Context: an optimization exercise on an open-source flow, tuned for small area, a short achievable clock period and few clock cycles. The choices shown serve that exercise and are no tape-out recipe. The RTL was checked by simulation tests, not by an equivalence proof against the original design. Power figures rest on the tool's default switching activity, not on a simulated workload.

## west
==> flow/design.v <==
module cpu(clk,reset,read_data,out,N,V,Z,mem_cmd,mem_addr);
input clk, reset;
input [15:0] read_data;
output reg [1:0] mem_cmd;
output reg [8:0] mem_addr;
output reg [15:0] out;
output reg N, V, Z;
reg        c_fetch;    
reg        d_valid;    
reg        halted;
reg  [8:0] fpc;        
reg  [8:0] xpc;        
reg        smc;        
reg        ld1_v, ld2_v;
reg  [2:0] ld1_rd, ld2_rd;
reg        e_valid;    
reg        e_haz;      
reg        e_ldw;      
reg        e_wr;       
reg  [2:0] e_wa;
reg        e_pass;     
reg  [1:0] e_op;       
reg        e_cmp, e_ldr, e_str, e_halt;
reg  [4:0] e_imm5;
reg [15:0] a, b;
wire flush = (e_valid & e_haz) | smc;
wire exec  = e_valid & ~flush & ~halted;
wire [15:0] sum = a + (b ^ {16{e_op[0]}}) + {15'b0, e_op[0]};
reg  [15:0] res;
always @(*) begin
  if (e_pass) res = b;
  else case (e_op)
    2'b10: res = a & b;
    2'b11: res = ~b;
    default: res = sum;
  endcase
end
wire [8:0] ea = a[8:0] + {{4{e_imm5[4]}}, e_imm5};
wire       we_x = exec & e_wr;
wire       we   = we_x | e_ldw;
wire       mem_x = exec & (e_ldr | e_str);
reg  [15:0] rf [0:7];
integer k;
always @(posedge clk)
  for (k = 0; k < 8; k = k + 1)
    if (we && e_wa == k) rf[k] <= res;
always @(posedge clk) begin
  if (exec & e_cmp) begin
    Z <= (a == b);
    N <= sum[15];
    V <= (a[15] ^ b[15]) & (sum[15] ^ a[15]);
  end
end
wire [15:0] ir = read_data;
wire is_mem  = ~ir[15] | ~(ir[14] | ir[13]);    
wire is_ldr  = ~ir[15];
wire is_str  = ir[15] & ~ir[14] & ~ir[13];
wire is_halt = ir[15] & ir[14] & ir[13];
wire is_mov  = ir[15] & ir[14] & ~ir[13];       
wire is_alu  = ir[15] & ~ir[14] & ir[13];       
wire is_movi = is_mov & ir[12];
wire use_rn  = is_mem | (is_alu & ~(ir[12] & ir[11]));
wire use_rm  = (is_mov & ~ir[12]) | is_alu;
wire [2:0] rn = ir[10:8], rd = ir[7:5], rm = ir[2:0];
wire [2:0] rb = is_str ? rd : rm;
wire [1:0] sh = is_mem ? 2'b00 : ir[4:3];
function [15:0] shf;
  input [15:0] x;
  input [1:0] s;
  case (s)
    2'b00: shf = x;
    2'b01: shf = {x[14:0], 1'b0};
    2'b10: shf = {1'b0, x[15:1]};
    default: shf = {x[15], x[15:1]};
  endcase
endfunction
function pend;
  input [2:0] r;
  pend = (e_valid & e_ldr & (e_wa == r)) | (ld1_v & (ld1_rd == r));
endfunction
wire haz_d = (use_rn & pend(rn)) | (use_rm & pend(rm)) | (is_str & pend(rd));
wire fwd_a = we & (e_wa == rn);
wire fwd_b = we & (e_wa == rb);
wire [15:0] a_d = fwd_a ? res : rf[rn];
wire [15:0] b_early = ld2_v ? read_data : is_movi ? {{8{ir[7]}}, ir[7:0]} : shf(rf[rb], sh);
wire [15:0] b_d = (fwd_b & ~ld2_v & ~is_movi) ? shf(res, sh) : b_early;
always @(posedge clk) begin
  a <= a_d;
  b <= b_d;
  e_haz  <= haz_d;
  e_wr   <= is_mov | (is_alu & ~(~ir[12] & ir[11]));
  e_wa   <= ld2_v ? ld2_rd : is_movi ? rn : rd;
  e_pass <= ld2_v | is_mov;
  e_op   <= ir[12:11];
  e_cmp  <= is_alu & ~ir[12] & ir[11];
  e_ldr  <= is_ldr;
  e_str  <= is_str;
  e_halt <= is_halt;
  e_imm5 <= ir[4:0];
  ld1_rd <= e_wa; ld2_rd <= ld1_rd;
end
wire [8:0] xpc1 = xpc + 9'd1;
wire [8:0] xpc2 = xpc + 9'd2;
always @(posedge clk) out <= b;
always @(posedge clk) begin
  if (reset) begin
    mem_cmd <= 2'b01; mem_addr <= 9'd0; c_fetch <= 1'b1;
    fpc <= 9'd1; xpc <= 9'd0;
    d_valid <= 1'b0; e_valid <= 1'b0; e_ldw <= 1'b0; halted <= 1'b0; smc <= 1'b0;
    ld1_v <= 1'b0; ld2_v <= 1'b0;
  end else begin
    d_valid <= c_fetch & ~flush;
    e_valid <= d_valid & ~flush;
    smc     <= mem_x & e_str & ((ea == xpc1) | (ea == xpc2));
    if (exec) xpc <= xpc1;
    ld1_v <= mem_x & e_ldr;
    ld2_v <= ld1_v & ~(we_x & (e_wa == ld1_rd));
    e_ldw <= ld2_v & ~(we_x & (e_wa == ld2_rd));
    if (halted | (exec & e_halt)) begin
      halted <= 1'b1; mem_cmd <= 2'b00; c_fetch <= 1'b0;
    end else if (flush) begin
      mem_cmd <= 2'b01; mem_addr <= xpc; c_fetch <= 1'b1; fpc <= xpc1;
    end else if (mem_x) begin
      mem_cmd <= e_str ? 2'b10 : 2'b01; mem_addr <= ea; c_fetch <= 1'b0;
    end else begin
      mem_cmd <= 2'b01; mem_addr <= fpc; c_fetch <= 1'b1; fpc <= fpc + 9'd1;
    end
  end
end
endmodule
Settings: LEC_CHECK=0, ABC_AREA=1, CAP_MARGIN=20, CORE_MARGIN=2, CORE_UTILIZATION=55, CTS_CLUSTER_DIAMETER=100, CTS_CLUSTER_SIZE=25, PLACE_DENSITY=0.65, SETUP_SLACK_MARGIN=3.2, SLEW_MARGIN=20; clock period 6.0 ns.
run.sh (not shown) runs the stock make flow with config.mk's settings and CLKGATE_MAP_FILE= SYNTH_SCRIPT=/design/flow/synth_recipe.tcl, a recipe that flattens the netlist after the stock synthesis.
Testbench counts of west, summed over its fixed seeds: cycles 13,053.
> inputs changed (west -> east)
-- flow/config.mk --
<<< west, line 11
export CORE_UTILIZATION = 55
export CTS_CLUSTER_DIAMETER = 100
export CTS_CLUSTER_SIZE = 25
export PLACE_DENSITY = 0.65
export SETUP_SLACK_MARGIN = 3.2
>>> east, line 11
export CORE_UTILIZATION = 40
export SETUP_SLACK_MARGIN = 3.4
Findings:
east against west: initial core utilization down 15 points; count of clock buffers in the final design has increased.
The ratio of routed vias to standard cells in east is 0.939 times that in west.
Re final design utilization: east is 14 points down on west.
east: buffer count excluding the clock tree in the final layout 16% above west
| die area | east vs west | 37% higher |

Setup of build 49:
cpu, a different RTL version from the one above (not shown whole).
Size: about 230 flip-flops.
// cpu
module cpu(clk,reset,read_data,out,N,V,Z,mem_cmd,mem_addr);
input clk, reset;
input [15:0] read_data;
output reg [1:0] mem_cmd;
output reg [8:0] mem_addr;
output reg [15:0] out;
output reg N, V, Z;
reg        c_fetch;    
reg        d_valid;    
reg        halted;
reg  [8:0] xpc;        
reg        smc;        
reg        ld1_v, ld2_v;
reg  [2:0] ld1_rd, ld2_rd;
reg        e_valid;    
reg        e_haz;      
reg        e_ldw;      
reg        e_wr;       
reg  [2:0] e_wa;
reg        e_pass;     
reg  [1:0] e_op;       
reg        e_cmp, e_ldr, e_str, e_halt;
reg  [4:0] e_imm5;
reg [15:0] a, b;
wire flush = (e_valid & e_haz) | smc;
wire exec  = e_valid & ~flush & ~halted;
wire [15:0] sum = a + (b ^ {16{e_op[0]}}) + {15'b0, e_op[0]};
reg  [15:0] res;
always @(*) begin
  if (e_pass) res = b;
  else case (e_op)
    2'b10: res = a & b;
    2'b11: res = ~b;
    default: res = sum;
  endcase
end
wire [8:0] ea = a[8:0] + {{4{e_imm5[4]}}, e_imm5};
wire       we_x = exec & e_wr;
wire       we   = we_x | e_ldw;
wire       mem_x = exec & (e_ldr | e_str);
reg  [15:0] rf [0:7];
  ...
make LEC_CHECK=0 ABC_AREA=1 CAP_MARGIN=20 CORE_MARGIN=2 CORE_UTILIZATION=55 CTS_CLUSTER_DIAMETER=100 CTS_CLUSTER_SIZE=25 PLACE_DENSITY=0.65 SETUP_SLACK_MARGIN=3.2 SLEW_MARGIN=20 finish   # period 6.0 ns
Testbench counts of build 49, summed over its fixed seeds: cycles 13,053.
diff inputs: build 49 => build 63
Settings: swapping 3.2 for 3.3 in SETUP_SLACK_MARGIN; putting TNS_END_PERCENT at 30 where nothing was set.
==> comparison <==
- Build 63 finished every stage and its layout cleared the timing, design-rule and antenna checks.
- Relative to build 49, setup slack of the critical path after layout has gone up in build 63.
- Delta (build 63 minus build 49): met1 track demand over resource rose 0.69 points, wire length reported by the detailed router rose about 9%.
- The share of the clock period used by the worst path after layout on build 63 is in line with that on build 49.
- Count of nets after finishing was higher in the run labelled build 63.
- Build 63 vs build 49, total design power went up by about 3.3%.
The inputs of build 82 differ from those of build 63 as listed below.
Settings: CTS_CLUSTER_DIAMETER no longer set, was 100; CTS_CLUSTER_SIZE no longer set, was 25; TNS_END_PERCENT no longer set, was 30; SETUP_SLACK_MARGIN now 3.5, was 3.3.
Notes after the runs:
- Build 82 ends up with a final worst setup slack that is 60 ps higher than in build 63.
- Per the comparison of build 82 with build 63, buffering stage count on the worst path with inverters included went up, final hold slack went up, clock skew went down, number of placed instances, taps included did not really move.
- Reported for build 82 and build 63, share of async-settable or async-resettable flops after synthesis turned out identical to the last digit.
- Of build 82 and build 63, the run reporting the lower number of iterations in the first detailed-routing pass was build 82.
- met3 routing resource usage after global routing up 0.42 points in build 82 wrt build 63
- When build 82 is set beside build 63, its number of signal-net inverters in the final layout turns out to be about 0.9% larger.
- Non-clock buffer count, build 82 vs build 63: up by more than 10%
Inputs modified between build 82 and build 85:
Settings: SETUP_SLACK_MARGIN: 3.5 -> 2.9; CTS_CLUSTER_DIAMETER: unset -> 100; CTS_CLUSTER_SIZE: unset -> 25.
## What came out
Note that the wire length on met2 recorded for build 85 amounts to 0.870 times the value seen in build 82. Between build 82 and build 85, the difference in footprint of the flip-flops and latches is negligible. Per the comparison of build 85 with build 82, sequential power essentially unchanged, layout sequential cell count essentially unchanged. Global-route met3 utilization on build 85 is down relative to build 82.
What build 71 does differently from build 85 at the input level:
Settings: a change of PLACE_DENSITY from 0.65 to 0.6; a deleted CTS_CLUSTER_DIAMETER that had been 100; a change of SETUP_SLACK_MARGIN from 2.9 to 3.5; a change of CORE_UTILIZATION from 55 to 45; a deleted CTS_CLUSTER_SIZE that had been 25.
### Flow results
Build 71 against build 85: number of non-clock inverters in the layout saw an increase; clock tree cell share of total cell area increased by 2.6 points relative to the old numbers; core utilization -1.0 points; post-cts repair resize count higher. Register share of the cell area (lower): build 71.

cpu, a different RTL version from the one above (not shown whole).
Size in the first run: about 1600 cells after synthesis, about 240 flip-flops, ~48 I/O pins, about 0.013 mm2 of cells after synthesis.
export LEC_CHECK = 0
export ABC_AREA = 1
export CAP_MARGIN = 20
export CORE_MARGIN = 2
export CORE_UTILIZATION = 55
export CTS_CLUSTER_DIAMETER = 100
export CTS_CLUSTER_SIZE = 25
export PLACE_DENSITY = 0.65
export SETUP_SLACK_MARGIN = 3.5
export SLEW_MARGIN = 20
create_clock -name core_clock -period 6.0 [get_ports {clk}]
Testbench counts at the start, summed over its fixed seeds: cycles 13,053.
Then changed:
CORE_UTILIZATION = 40   (was 55)
CTS_CLUSTER_DIAMETER = not set   (was 100)
CTS_CLUSTER_SIZE = not set   (was 25)
PLACE_DENSITY = not set   (was 0.65)
SETUP_SLACK_MARGIN = 3.4   (was 3.5)
Result: First-iteration DRC count shrinks by 3.3%. Design area barely changes. Combinational power shrinks by 17%. Maximum frequency shrinks by 2.6%. Die area grows by 36%. Total power grows by 6.6%. Clock skew shrinks by 22 ps. Core utilization shrinks by 20 points. Non-clock buffer count shrinks by 1. Wire length shrinks by 2.8%.
Then changed:
CORE_UTILIZATION = 65   (was 40)
PLACE_DENSITY = 0.75   (was not set)
SETUP_SLACK_MARGIN = 3.5   (was 3.4)
Effect: The new run completed with no timing, DRC or antenna violations; power went up by 6.0%; non-clock buffer count decreases by 8; final cell count went down by 7.0%; area after synthesis does not change.
Then changed:
CORE_UTILIZATION = 55   (was 65)
CTS_CLUSTER_DIAMETER = 100   (was not set)
CTS_CLUSTER_SIZE = 25   (was not set)
PLACE_DENSITY = 0.65   (was 0.75)
SETUP_SLACK_MARGIN = 3.2   (was 3.5)
Via count drops by 12%.
Cell area drops by 8.8%.
Global-route usage drops by 9.3 points.
Count of clock-buffer cells in the layout drops by 13.
Die area climbs by 18%.
Power drops by 19%.
Area after synthesis stays the same.
Register-to-register slack is better by 170 ps.
Sequential share of layout area climbs by 3.6 points.
Maximum frequency climbs by 7.0%.
Final cell count drops by 1.2%.

cpu again, from the RTL that the note above started with.
// cpu
module cpu(clk,reset,read_data,out,N,V,Z,mem_cmd,mem_addr);
input clk, reset;
input [15:0] read_data;
output reg [1:0] mem_cmd;
output reg [8:0] mem_addr;
output reg [15:0] out;
output reg N, V, Z;
reg        c_fetch;    
reg        d_valid;    
reg        halted;
reg  [8:0] fpc;        
reg  [8:0] xpc;        
reg        smc;        
reg        ld1_v, ld2_v;
reg  [2:0] ld1_rd, ld2_rd;
reg        e_valid;    
reg        e_haz;      
reg        e_ldw;      
reg        e_wr;       
reg  [2:0] e_wa;
reg        e_pass;     
reg  [1:0] e_op;       
reg        e_cmp, e_ldr, e_str, e_halt;
reg  [4:0] e_imm5;
reg [15:0] a, b;
wire flush = (e_valid & e_haz) | smc;
wire exec  = e_valid & ~flush & ~halted;
wire [15:0] sum = a + (b ^ {16{e_op[0]}}) + {15'b0, e_op[0]};
reg  [15:0] res;
always @(*) begin
  if (e_pass) res = b;
  else case (e_op)
    2'b10: res = a & b;
    2'b11: res = ~b;
    default: res = sum;
  endcase
end
wire [8:0] ea = a[8:0] + {{4{e_imm5[4]}}, e_imm5};
wire       we_x = exec & e_wr;
wire       we   = we_x | e_ldw;
wire       mem_x = exec & (e_ldr | e_str);
reg  [15:0] rf [0:7];
integer k;
always @(posedge clk)
  for (k = 0; k < 8; k = k + 1)
    if (we && e_wa == k) rf[k] <= res;
always @(posedge clk) begin
  if (exec & e_cmp) begin
    Z <= (sum == 16'b0);
    N <= sum[15];
    V <= (a[15] ^ b[15]) & (sum[15] ^ a[15]);
  end
end
wire [15:0] ir = read_data;
wire is_ldr  = ~ir[15];                         
wire is_str  = ~(ir[14] | ir[13]);              
wire is_mem  = is_ldr | is_str;
wire is_halt = ir[15] & ir[14] & ir[13];        
wire is_mov  = ir[14] & ~ir[13];                
wire is_alu  = ~ir[14] & ir[13];                
wire is_movi = is_mov & ir[12];
wire use_rn  = is_mem | (is_alu & ~(ir[12] & ir[11]));
wire use_rm  = (is_mov & ~ir[12]) | is_alu;
  ...
Settings: LEC_CHECK=0, ABC_AREA=1, CAP_MARGIN=20, CORE_MARGIN=2, CORE_UTILIZATION=50, CTS_CLUSTER_DIAMETER=100, CTS_CLUSTER_SIZE=25, PLACE_DENSITY=0.62, SETUP_SLACK_MARGIN=3.25, SLEW_MARGIN=20; clock period 6.0 ns.
Testbench counts at the start, summed over its fixed seeds: cycles 13,053.
Edit:
Settings changed: CORE_UTILIZATION 50 to 55, CTS_CLUSTER_DIAMETER 100 to not set, CTS_CLUSTER_SIZE 25 to not set, PLACE_DENSITY 0.62 to 0.65, SETUP_SLACK_MARGIN 3.25 to 3.5.
Fmax grows by 7.1%. Critical path depth shrinks by 2. Power grows by 18%. Hold slack is better by 0.011 ns. Routed wire length grows by 7.3%. Non-clock buffer count grows by 34. Cell count grows by 1.0%. Combinational power grows by 20%. Via count grows by about 5%. Final area grows by 9.1%.
Edit:
Settings changed: CTS_CLUSTER_DIAMETER set to 100, CTS_CLUSTER_SIZE set to 25, SETUP_SLACK_MARGIN 3.5 to 3.1.
=>
- via count went down by 4.5%
- clock power went down by 37%
- cell count went down by about 3%
- wire length went down by about 6%
- global-route usage went down by 1.9 points
- fmax went down by 7.5%
- synthesized area stays the same

[port drivers added, routing unchanged]
How much do the figures lean on ideal ports? The routed layouts below were timed once more, with nothing changed but the port constraints. Step 1 (the two cells are an assumption about what drives the block):
set clk [get_ports {clk}]
set_driving_cell -lib_cell sky130_fd_sc_hd__clkbuf_16 $clk
set_driving_cell -lib_cell sky130_fd_sc_hd__buf_2 [delete_from_list [all_inputs] $clk]
Step 2, shift: input delay + t, output delay - t, t = (earliest + latest rising clock arrival at the registers) / 2. This alone moves slack from input paths to output paths. a / b / c = ideal ports / drivers / drivers and shift; a / b = the first two.
| run | shift t [ns] | setup slack, ns | worst setup path after step 2 |
|---|---|---|---|
| west | 0.539 | 3.252 / 3.277 / 2.738 | input to register |
| east | 0.605 | 3.359 / 3.359 / 2.754 | input to register |
| build 49 | 0.534 | 3.212 / 3.217 / 2.684 | input to register |
| build 63 | 0.530 | 3.220 / 3.228 / 2.699 | input to register |
| build 82 | 0.598 | 3.280 / 3.293 / 2.695 | input to register |
| build 85 | 0.530 | 2.995 / 3.016 / 2.487 | input to register |
| build 71 | 0.607 | 3.273 / 3.283 / 2.675 | input to register |
| the first run of note 3 | 0.546 | 3.256 / 3.249 / 2.702 | input to register |
| the second run of note 3 | 0.595 | 3.183 / 3.190 / 2.595 | input to register |
| the third run of note 3 | 0.571 | 3.034 / 3.038 / 2.467 | input to register |
| the fourth run of note 3 | 0.530 | 3.229 / 3.235 / 2.705 | input to register |
| the first run of note 4 | 0.539 | 3.130 / 3.138 / 2.599 | input to register |
| the second run of note 4 | 0.584 | 3.321 / 3.305 / 2.721 | input to register |
| the third run of note 4 | 0.532 | 3.102 / 3.120 / 2.588 | input to register |
After both steps every run listed still meets setup and hold. The setup slack of east, which loses most, moves by 0.000 ns with the drivers and by -0.605 ns with both steps.
